This is an optimization exercise on Yosys and OpenROAD, whose aim is small area and a short achievable clock period, not a production implementation. RTL that was checked went through simulation tests only; none was proved equivalent to the original. Power figures rest on the tool's default switching activity, not on a simulated workload.

==> run M <==
// SCPU
module SCPU(clk, rst_n, in_valid, instruction, MEM_out, busy, out_valid, out0, out1, out2, out3, out4, out5, out6, out7, out8, out9, out10, out11, out12, out13, out14, out15, WEN, ADDR, MEM_in);
export LEC_CHECK = 0
export ABC_AREA = 1
export CAP_MARGIN = 0
export CORE_MARGIN = 2
export CORE_UTILIZATION = 40
export CTS_CLUSTER_DIAMETER = 100
export CTS_CLUSTER_SIZE = 25
export SETUP_SLACK_MARGIN = 5
export SLEW_MARGIN = 0
export SYNTH_HIERARCHICAL = 1
export SYNTH_MINIMUM_KEEP_SIZE = 0
export TNS_END_PERCENT = 5
create_clock -name core_clock -period 8.0 [get_ports {clk}]
standard.sh (not shown) runs the stock make flow with config.mk's settings and CLKGATE_MAP_FILE= SYNTH_SCRIPT=/design/flow/synth_recipe.tcl, a recipe that flattens the netlist after the stock synthesis.
==> flow/flow/run.sh <==
#!/bin/bash
set -euo pipefail
bash standard.sh "BUFFER_PORTS_ARGS=-buffer_cell sky130_fd_sc_hd__buf_1" finish > standard.log 2>&1
==> inputs of run F, as changes to run M <==
--- a/flow/design.v
+++ b/flow/design.v
@@ -49,28 +49,23 @@
   wire [3:0] s11;
   assign xo_s1_s11 = s11;
   wire  c81;
   assign xo_s1_c81 = c81;
   wire [4:0] ahp1;
   assign xo_s1_ahp1 = ahp1;
 wire [15:0] sa = 16'd1 << ins[15:12];
 wire [15:0] sb = 16'd1 << ins[11:8];
-wire [15:0] sa0, sa1, sb0, sb1;
-scpu_dec4 da0(.a(ins[15:12]), .y(sa0));
-scpu_dec4 da1(.a(ins[15:12]), .y(sa1));
-scpu_dec4 db0(.a(ins[11:8]), .y(sb0));
-scpu_dec4 db1(.a(ins[11:8]), .y(sb1));
 reg [15:0] ta, tb;
 integer i;
 always @(*) begin
   ta = 16'd0; tb = 16'd0;
   for (i = 0; i < 16; i = i + 1) begin
-    ta = ta | (r[16*i +: 16] & {{8{sa1[i]}}, {8{sa0[i]}}});
-    tb = tb | (r[16*i +: 16] & {{8{sb1[i]}}, {8{sb0[i]}}});
+    ta = ta | (r[16*i +: 16] & {16{sa[i]}});
+    tb = tb | (r[16*i +: 16] & {16{sb[i]}});
   end
 end
 assign rda = ta;
 assign rdb = tb;
 wire [7:0] ag = ta[7:0] & ins[7:0];
 wire [7:0] at = ta[7:0] | ins[7:0];
 wire [7:0] ap = ta[7:0] ^ ins[7:0];
 assign s0 = ap[3:0] ^ {(ag[0] & at[1] & at[2]) | (ag[1] & at[2]) | (ag[2]), (ag[0] & at[1]) | (ag[1]), (ag[0]), 1'b0};
@@ -650,23 +645,17 @@
 wire [31:0] fs = {q31_0, q30_0, ffc24, ffc23, ffc22, ffc21, ffc20, ffc19, ffc18, ffc17, ffc16, ffc15, ffc14, ffc13, ffc12, ffc11, ffc10, ffc9, ffc8, ffc7, ffc6, ffc5, ffc4, ffc3, ffc2, ffc1, ffc0, fhc1, fhc0, q2_2, q1_0, q0_0};
 wire [31:0] fc = {1'b0, fhc2, fhs2, ffs24, ffs23, ffs22, ffs21, ffs20, ffs19, ffs18, ffs17, ffs16, ffs15, ffs14, ffs13, ffs12, ffs11, ffs10, ffs9, ffs8, ffs7, ffs6, ffs5, ffs4, ffs3, ffs2, ffs1, ffs0, fhs1, fhs0, 1'b0, q0_1};
 wire [31:0] p = fs + fc;
 wire [15:0] x1 = ld ? mo : r1;
 wire [15:0] w1 = mul ? p[31:16] : x1;
 wire [15:0] w2 = mul ? p[15:0] : {15'd0, r2b};
 genvar g;
 for (g = 0; g < 16; g = g + 1) begin : wb
-  wire s2 = we2 && d2 == g;
-  wire s1 = we1 && d1 == g && !s2;
-  wire h = !(s1 | s2);
-  genvar k;
-  for (k = 0; k < 16; k = k + 1) begin : bt
-    scpu_wbit u(.s2(s2), .w2(w2[k]), .s1(s1), .w1(w1[k]), .h(h), .q(r[16*g+k]), .d(nr[16*g+k]));
-  end
+  assign nr[16*g +: 16] = (we2 && d2 == g) ? w2 : (we1 && d1 == g) ? w1 : r[16*g +: 16];
 end
 end
 assign out_valid = ov;
 always @(posedge clk or negedge rst_n)
   if (!rst_n) begin
     ov <= 1'b0;
     out0 <= 16'd0;
     out1 <= 16'd0;
@@ -699,18 +688,8 @@
     out10 <= nrf[175:160];
     out11 <= nrf[191:176];
     out12 <= nrf[207:192];
     out13 <= nrf[223:208];
     out14 <= nrf[239:224];
     out15 <= nrf[255:240];
   end
 endmodule
-module scpu_dec4(a, y);
-input [3:0] a;
-output [15:0] y;
-assign y = 16'd1 << a;
-endmodule
-module scpu_wbit(s2, w2, s1, w1, h, q, d);
-input s2, w2, s1, w1, h, q;
-output d;
-assign d = (s2 & w2) | (s1 & w1) | (h & q);
-endmodule
- CAP_MARGIN: 0 -> 10
- SLEW_MARGIN: 0 -> 10
- SYNTH_HIERARCHICAL: 1 -> unset
- SYNTH_MINIMUM_KEEP_SIZE: 0 -> unset
- TNS_END_PERCENT: 5 -> 20
==> qor summary <==
Post-route worst setup slack: run F 4.758 ns; run M 4.814 ns
Routing usage on met1: run F 45.54%; run M 47.62%
Drt initial violations: run F 4187; run M 3736
Number of core rows: run F 99; run M 97
Placed cells: run F 5174; run M 5029
Post-Syn Area per Cell: run F 7.406 sq um; run M 7.448 sq um
Number of setup buffers added after CTS: run F 81; run M 13
Via count of the first global-routing pass: run F 29670; run M 28280
Max-capacitance violation count: run F 0; run M 1
Sequential share of cell area: run F 29.22%; run M 30.34%
Start of the worst register-to-register path: run F B[1]$_DFF_P_; run M q23_0$_DFF_P_
Area used by multi-input combinational logic: run F 17300 sq um; run M 17910 sq um
Sum of internal, switching and leakage power: run F 18.65 mW; run M 18.35 mW
Result of the run: run F complete, no violations; run M complete, but fails checks
Reasons for failing layout checks: run F -; run M max-capacitance violations, max-slew violations
Post-DR vias/cell: run F 5.904; run M 5.914
Via total after detailed routing: run F 31480; run M 30250
Combinational fraction of design power: run F 65.7%; run M 64.6%
Share of the synthesized netlist area taken by xor and xnor gates: run F 4.477%; run M 4.817%
Normalized max-slew margin: run F 21.35%; run M -3.411%
Die ar.: run F 76540 sq um; run M 73050 sq um
Clock distribution power: run F 1.65 mW; run M 1.49 mW
Placement-stage cell area: run F 31770 sq um; run M 31030 sq um
Share of the clock period used by the worst path after layout: run F 40.52%; run M 39.83%
Number of buffers other than clock buffers in the final layout: run F 483; run M 451
Clock network contribution to total cell area: run F 2.651%; run M 2.369%
The RTL of run F was laid out without a check of its function.

========
==> amber: inputs <==
SCPU, a different RTL version from the one above (not shown whole).
==> flow/config.mk <==
export PLATFORM = sky130hd
export DESIGN_NAME = SCPU
export DESIGN_NICKNAME = SCPU
export VERILOG_FILES = /design/flow/design.v
export SDC_FILE = /design/flow/constraint.sdc
export NUM_CORES = 8
export LEC_CHECK = 0
export ABC_AREA = 1
export CAP_MARGIN = 20
export CORE_MARGIN = 2
export CORE_UTILIZATION = 40
export SETUP_SLACK_MARGIN = 5
export SLEW_MARGIN = 20
==> flow/constraint.sdc <==
create_clock -name core_clock -period 8.0 [get_ports {clk}]
set_input_delay 1.6000 -clock core_clock [delete_from_list [all_inputs] [get_ports {clk}]]
set_output_delay 1.6000 -clock core_clock [all_outputs]
set_load 0.01 [all_outputs]
Scripts as last shown in full above: flow/flow/run.sh
==> willow (differences from amber) <==
--- a/flow/design.v
+++ b/flow/design.v
@@ -204,15 +204,21 @@
     ta = ta | (r[16*i +: 16] & {16{sa[i]}});
     tb = tb | (r[16*i +: 16] & {16{sb[i]}});
   end
 end
 assign rda = ta;
 assign rdb = tb;
-assign {c4, s0} = {1'b0, ta[3:0]} + {1'b0, ins[3:0]};
-assign {c80, s10} = {1'b0, ta[7:4]} + {1'b0, ins[7:4]};
-assign {c81, s11} = {1'b0, ta[7:4]} + {1'b0, ins[7:4]} + 5'd1;
+wire [7:0] ag = ta[7:0] & ins[7:0];
+wire [7:0] at = ta[7:0] | ins[7:0];
+wire [7:0] ap = ta[7:0] ^ ins[7:0];
+assign s0 = ap[3:0] ^ {(ag[0] & at[1] & at[2]) | (ag[1] & at[2]) | (ag[2]), (ag[0] & at[1]) | (ag[1]), (ag[0]), 1'b0};
+assign c4 = (ag[0] & at[1] & at[2] & at[3]) | (ag[1] & at[2] & at[3]) | (ag[2] & at[3]) | (ag[3]);
+assign s10 = ap[7:4] ^ {(ag[4] & at[5] & at[6]) | (ag[5] & at[6]) | (ag[6]), (ag[4] & at[5]) | (ag[5]), (ag[4]), 1'b0};
+assign c80 = (ag[4] & at[5] & at[6] & at[7]) | (ag[5] & at[6] & at[7]) | (ag[6] & at[7]) | (ag[7]);
+assign s11 = ap[7:4] ^ {(at[4] & at[5] & at[6]) | (ag[4] & at[5] & at[6]) | (ag[5] & at[6]) | (ag[6]), (at[4] & at[5]) | (ag[4] & at[5]) | (ag[5]), (at[4]) | (ag[4]), (1'b1)};
+assign c81 = (at[4] & at[5] & at[6] & at[7]) | (ag[4] & at[5] & at[6] & at[7]) | (ag[5] & at[6] & at[7]) | (ag[6] & at[7]) | (ag[7]);
 assign ahp1 = ta[12:8] + 5'd1;
 endmodule
 module scpu_s2(a, b, op, f, m, r1, r2b);
 input [15:0] a, b;
 input [2:0] op;
 input [7:0] f;
@@ -436,13 +442,14 @@
 assign m = {1'b1, nsx[7], pp7[15], 1'b1, mhc18, pp7[14], nsx[6], mhs18, mfc65, pp7[13], mfs65, mfc64, mhc15, mfs64, mfc63, mhs15, mfs63, mfc62, mfs44, mfs62, mfc61, mhs14, mfs61, mfc60, mfs42, mfs60, mfc59, mfs40, mfs59, mfc58, mfs38, mfs58, mfc57, mfs36, mfs57, mfc56, mfs34, mfs56, mfc55, mfs32, mfs55, mfc54, mfs30, mfs54, mfc53, mfs28, mfs53, mfc52, mfs26, mfs52, mfc51, mfs24, mfs51, mfc50, mfs22, mfs50, mfc49, mfs20, mfs49, mfc48, mfs18, mfs48, mfc47, mhs13, mfs47, mfc46, mhs12, mfs46, mfc45, mhs11, mfs45, mhc17, mhs10, mhs17, mhc16, pp2[1], mhs16, ng[2], pp2[0], pp1[1], pp0[3], ng[1], pp1[0], pp0[2], pp0[1], ng[0], pp0[0]};
 wire [3:0] func = f[3:0];
 wire sub = ((op == 3'd0) & (func == 4'd4)) | (op == 3'd4);
 wire [15:0] y0 = (op == 3'd0) ? b : {{8{f[7]}}, f};
 wire [15:0] sum = a + (y0 ^ {16{sub}}) + {15'd0, sub};
 wire eq = (a == b);
-wire lt = ($signed(a) < $signed(b));
+wire signed [15:0] sa = a, sb = b;
+wire lt = (sa < sb);
 wire cmp = (op == 3'd2) ? eq : lt;
 reg [15:0] t;
 always @(*) begin
   t = 16'd0;
   case (op)
     3'd0: case (func)
@@ -615,9 +622,20 @@
 wire [31:0] p = fs + fc;
 wire [15:0] x1 = ld ? mo : r1;
 wire [15:0] w1 = mul ? p[31:16] : x1;
 wire [15:0] w2 = mul ? p[15:0] : {15'd0, r2b};
 genvar g;
 generate for (g = 0; g < 16; g = g + 1) begin : wb
-  assign nr[16*g +: 16] = (we2 && d2 == g) ? w2 : (we1 && d1 == g) ? w1 : r[16*g +: 16];
+  wire s2 = we2 && d2 == g;
+  wire s1 = we1 && d1 == g && !s2;
+  wire h = !(s1 | s2);
+  genvar k;
+  for (k = 0; k < 16; k = k + 1) begin : bt
+    scpu_wbit u(.s2(s2), .w2(w2[k]), .s1(s1), .w1(w1[k]), .h(h), .q(r[16*g+k]), .d(nr[16*g+k]));
+  end
 end endgenerate
 endmodule
+module scpu_wbit(s2, w2, s1, w1, h, q, d);
+input s2, w2, s1, w1, h, q;
+output d;
+assign d = (s2 & w2) | (s1 & w1) | (h & q);
+endmodule
==> flow/config.mk (replaced) <==
export PLATFORM = sky130hd
export DESIGN_NAME = SCPU
export DESIGN_NICKNAME = SCPU
export VERILOG_FILES = /design/flow/design.v
export SDC_FILE = /design/flow/constraint.sdc
export NUM_CORES = 8
export LEC_CHECK = 0
export ABC_AREA = 1
export CAP_MARGIN = 0
export CORE_MARGIN = 2
export CORE_UTILIZATION = 40
export CTS_CLUSTER_DIAMETER = 100
export CTS_CLUSTER_SIZE = 25
export SETUP_SLACK_MARGIN = 5
export SLEW_MARGIN = 0
export SYNTH_HIERARCHICAL = 1
export SYNTH_MINIMUM_KEEP_SIZE = 0
export TNS_END_PERCENT = 5
==> pepper (differences from amber) <==
--- a/flow/design.v
+++ b/flow/design.v
@@ -204,15 +204,21 @@
     ta = ta | (r[16*i +: 16] & {16{sa[i]}});
     tb = tb | (r[16*i +: 16] & {16{sb[i]}});
   end
 end
 assign rda = ta;
 assign rdb = tb;
-assign {c4, s0} = {1'b0, ta[3:0]} + {1'b0, ins[3:0]};
-assign {c80, s10} = {1'b0, ta[7:4]} + {1'b0, ins[7:4]};
-assign {c81, s11} = {1'b0, ta[7:4]} + {1'b0, ins[7:4]} + 5'd1;
+wire [7:0] ag = ta[7:0] & ins[7:0];
+wire [7:0] at = ta[7:0] | ins[7:0];
+wire [7:0] ap = ta[7:0] ^ ins[7:0];
+assign s0 = ap[3:0] ^ {(ag[0] & at[1] & at[2]) | (ag[1] & at[2]) | (ag[2]), (ag[0] & at[1]) | (ag[1]), (ag[0]), 1'b0};
+assign c4 = (ag[0] & at[1] & at[2] & at[3]) | (ag[1] & at[2] & at[3]) | (ag[2] & at[3]) | (ag[3]);
+assign s10 = ap[7:4] ^ {(ag[4] & at[5] & at[6]) | (ag[5] & at[6]) | (ag[6]), (ag[4] & at[5]) | (ag[5]), (ag[4]), 1'b0};
+assign c80 = (ag[4] & at[5] & at[6] & at[7]) | (ag[5] & at[6] & at[7]) | (ag[6] & at[7]) | (ag[7]);
+assign s11 = ap[7:4] ^ {(at[4] & at[5] & at[6]) | (ag[4] & at[5] & at[6]) | (ag[5] & at[6]) | (ag[6]), (at[4] & at[5]) | (ag[4] & at[5]) | (ag[5]), (at[4]) | (ag[4]), (1'b1)};
+assign c81 = (at[4] & at[5] & at[6] & at[7]) | (ag[4] & at[5] & at[6] & at[7]) | (ag[5] & at[6] & at[7]) | (ag[6] & at[7]) | (ag[7]);
 assign ahp1 = ta[12:8] + 5'd1;
 endmodule
 module scpu_s2(a, b, op, f, m, r1, r2b);
 input [15:0] a, b;
 input [2:0] op;
 input [7:0] f;
@@ -436,13 +442,14 @@
 assign m = {1'b1, nsx[7], pp7[15], 1'b1, mhc18, pp7[14], nsx[6], mhs18, mfc65, pp7[13], mfs65, mfc64, mhc15, mfs64, mfc63, mhs15, mfs63, mfc62, mfs44, mfs62, mfc61, mhs14, mfs61, mfc60, mfs42, mfs60, mfc59, mfs40, mfs59, mfc58, mfs38, mfs58, mfc57, mfs36, mfs57, mfc56, mfs34, mfs56, mfc55, mfs32, mfs55, mfc54, mfs30, mfs54, mfc53, mfs28, mfs53, mfc52, mfs26, mfs52, mfc51, mfs24, mfs51, mfc50, mfs22, mfs50, mfc49, mfs20, mfs49, mfc48, mfs18, mfs48, mfc47, mhs13, mfs47, mfc46, mhs12, mfs46, mfc45, mhs11, mfs45, mhc17, mhs10, mhs17, mhc16, pp2[1], mhs16, ng[2], pp2[0], pp1[1], pp0[3], ng[1], pp1[0], pp0[2], pp0[1], ng[0], pp0[0]};
 wire [3:0] func = f[3:0];
 wire sub = ((op == 3'd0) & (func == 4'd4)) | (op == 3'd4);
 wire [15:0] y0 = (op == 3'd0) ? b : {{8{f[7]}}, f};
 wire [15:0] sum = a + (y0 ^ {16{sub}}) + {15'd0, sub};
 wire eq = (a == b);
-wire lt = ($signed(a) < $signed(b));
+wire signed [15:0] sa = a, sb = b;
+wire lt = (sa < sb);
 wire cmp = (op == 3'd2) ? eq : lt;
 reg [15:0] t;
 always @(*) begin
   t = 16'd0;
   case (op)
     3'd0: case (func)
@@ -615,9 +622,20 @@
 wire [31:0] p = fs + fc;
 wire [15:0] x1 = ld ? mo : r1;
 wire [15:0] w1 = mul ? p[31:16] : x1;
 wire [15:0] w2 = mul ? p[15:0] : {15'd0, r2b};
 genvar g;
 generate for (g = 0; g < 16; g = g + 1) begin : wb
-  assign nr[16*g +: 16] = (we2 && d2 == g) ? w2 : (we1 && d1 == g) ? w1 : r[16*g +: 16];
+  wire s2 = we2 && d2 == g;
+  wire s1 = we1 && d1 == g && !s2;
+  wire h = !(s1 | s2);
+  genvar k;
+  for (k = 0; k < 16; k = k + 1) begin : bt
+    scpu_wbit u(.s2(s2), .w2(w2[k]), .s1(s1), .w1(w1[k]), .h(h), .q(r[16*g+k]), .d(nr[16*g+k]));
+  end
 end endgenerate
 endmodule
+module scpu_wbit(s2, w2, s1, w1, h, q, d);
+input s2, w2, s1, w1, h, q;
+output d;
+assign d = (s2 & w2) | (s1 & w1) | (h & q);
+endmodule
==> flow/flow/run.sh (replaced) <==
#!/bin/bash
set -euo pipefail
bash standard.sh "BUFFER_PORTS_ARGS=-buffer_cell sky130_fd_sc_hd__buf_1" RECOVER_POWER=100 finish > standard.log 2>&1
--- a/flow/config.mk
+++ b/flow/config.mk
@@ -6,8 +6,13 @@
 export NUM_CORES = 8
 export LEC_CHECK = 0
 export ABC_AREA = 1
 export CAP_MARGIN = 20
 export CORE_MARGIN = 2
 export CORE_UTILIZATION = 40
+export CTS_CLUSTER_DIAMETER = 100
+export CTS_CLUSTER_SIZE = 25
 export SETUP_SLACK_MARGIN = 5
 export SLEW_MARGIN = 20
+export SYNTH_HIERARCHICAL = 1
+export SYNTH_MINIMUM_KEEP_SIZE = 0
+export TNS_END_PERCENT = 5
==> run summary <==
| quantity | willow | pepper | amber |
|---|---|---|---|
| Result of the run | timing/DRC/antenna clean | complete, but fails checks | timing/DRC/antenna clean |
| Violated checks | - | capacitance limit, slew limit | - |
| Highest Clock Rate | 317 MHz | 187 MHz | 291 MHz |
| Signal buffers share of area | 8.26% | 7.83% | 9.66% |
| DPL Wire Length | 115000 µm | 115000 µm | 113000 µm |
| Worst setup endpoint | ADDR[6] | q14_2 | c81_r |
| Post-synthesis share of cell area spent on full adders, half adders and majority gates | 11.5% | 11.5% | 11.3% |
| Fraction of standard cell area that is sequential | 29.2% | 29.7% | 27.5% |
| Share of cell area taken by muxes after synthesis | 0.0333% | 0.0333% | 0.260% |
| Detailed router's first-iteration violation count | 3980 | 4135 | 3920 |
| Minimum hold slack | 368 ps | 367 ps | 346 ps |
| Largest net degree at the start of global routing | 133 | 133 | 73 |
| Synthesis-stage register bit count | 443 | 443 | 441 |
| Clk pwr | 0.00159 W | 0.00159 W | 0.00254 W |
| P_sw | 0.0106 W | 0.0104 W | 0.0115 W |
| Count of flip-flops and latches | 443 | 443 | 441 |
| Synthesized instance count | 4164 | 4164 | 4017 |
| Stages on the worst setup path | 3 | 10 | 15 |
| Setup slack on the worst flop-to-flop path | 4890 ps | 2670 ps | 5030 ps |
| Number of antenna violations at the first check in global routing | 4 | 10 | 1 |
| Number of combinational gates with multiple inputs | 3145 | 3145 | 2880 |
| Number of non-clock inverters | 406 | 406 | 534 |
The RTL of amber was laid out without a check of its function.

==> re-timing with driven ports <==
Ports are ideal in the flow. The routed layouts listed here were re-timed in OpenROAD.
Step 1 (the two cells are an assumption about what drives the block):
set clk [get_ports {clk}]
set_driving_cell -lib_cell sky130_fd_sc_hd__clkbuf_16 $clk
set_driving_cell -lib_cell sky130_fd_sc_hd__buf_2 [delete_from_list [all_inputs] $clk]
Step 2 also shifts input and output timing later by t, the mid clock arrival at the registers, as if the neighbouring blocks saw the same clock.
Three values: ideal, step 1, step 2; two values: the first two.
run | t (ns) | setup slack, ns | hold slack, ns | slew at the worst register clock pin (ns) | worst slew at a driven data input, ns
run M | 0.680 | 4.814 / 4.746 / 4.199 | 0.371 / 0.371 / 0.371 | 0.11 / 0.11 | 0.12
run F | 0.696 | 4.758 / 4.683 / 4.180 | 0.367 / 0.367 / 0.367 | 0.11 / 0.11 | 0.11
amber | 0.701 | 4.559 / 4.550 / 3.849 | 0.346 / 0.346 / 0.346 | 0.07 / 0.07 | 0.12
willow | 0.700 | 4.849 / 4.775 / 4.185 | 0.368 / 0.368 / 0.368 | 0.11 / 0.11 | 0.11
pepper | 0.699 | 2.665 / 2.665 / 2.665 | 0.367 / 0.367 / 0.367 | 0.11 / 0.11 | 0.10
The setup slack of amber, which loses most, moves by -0.009 ns with the drivers and by -0.710 ns with both steps.
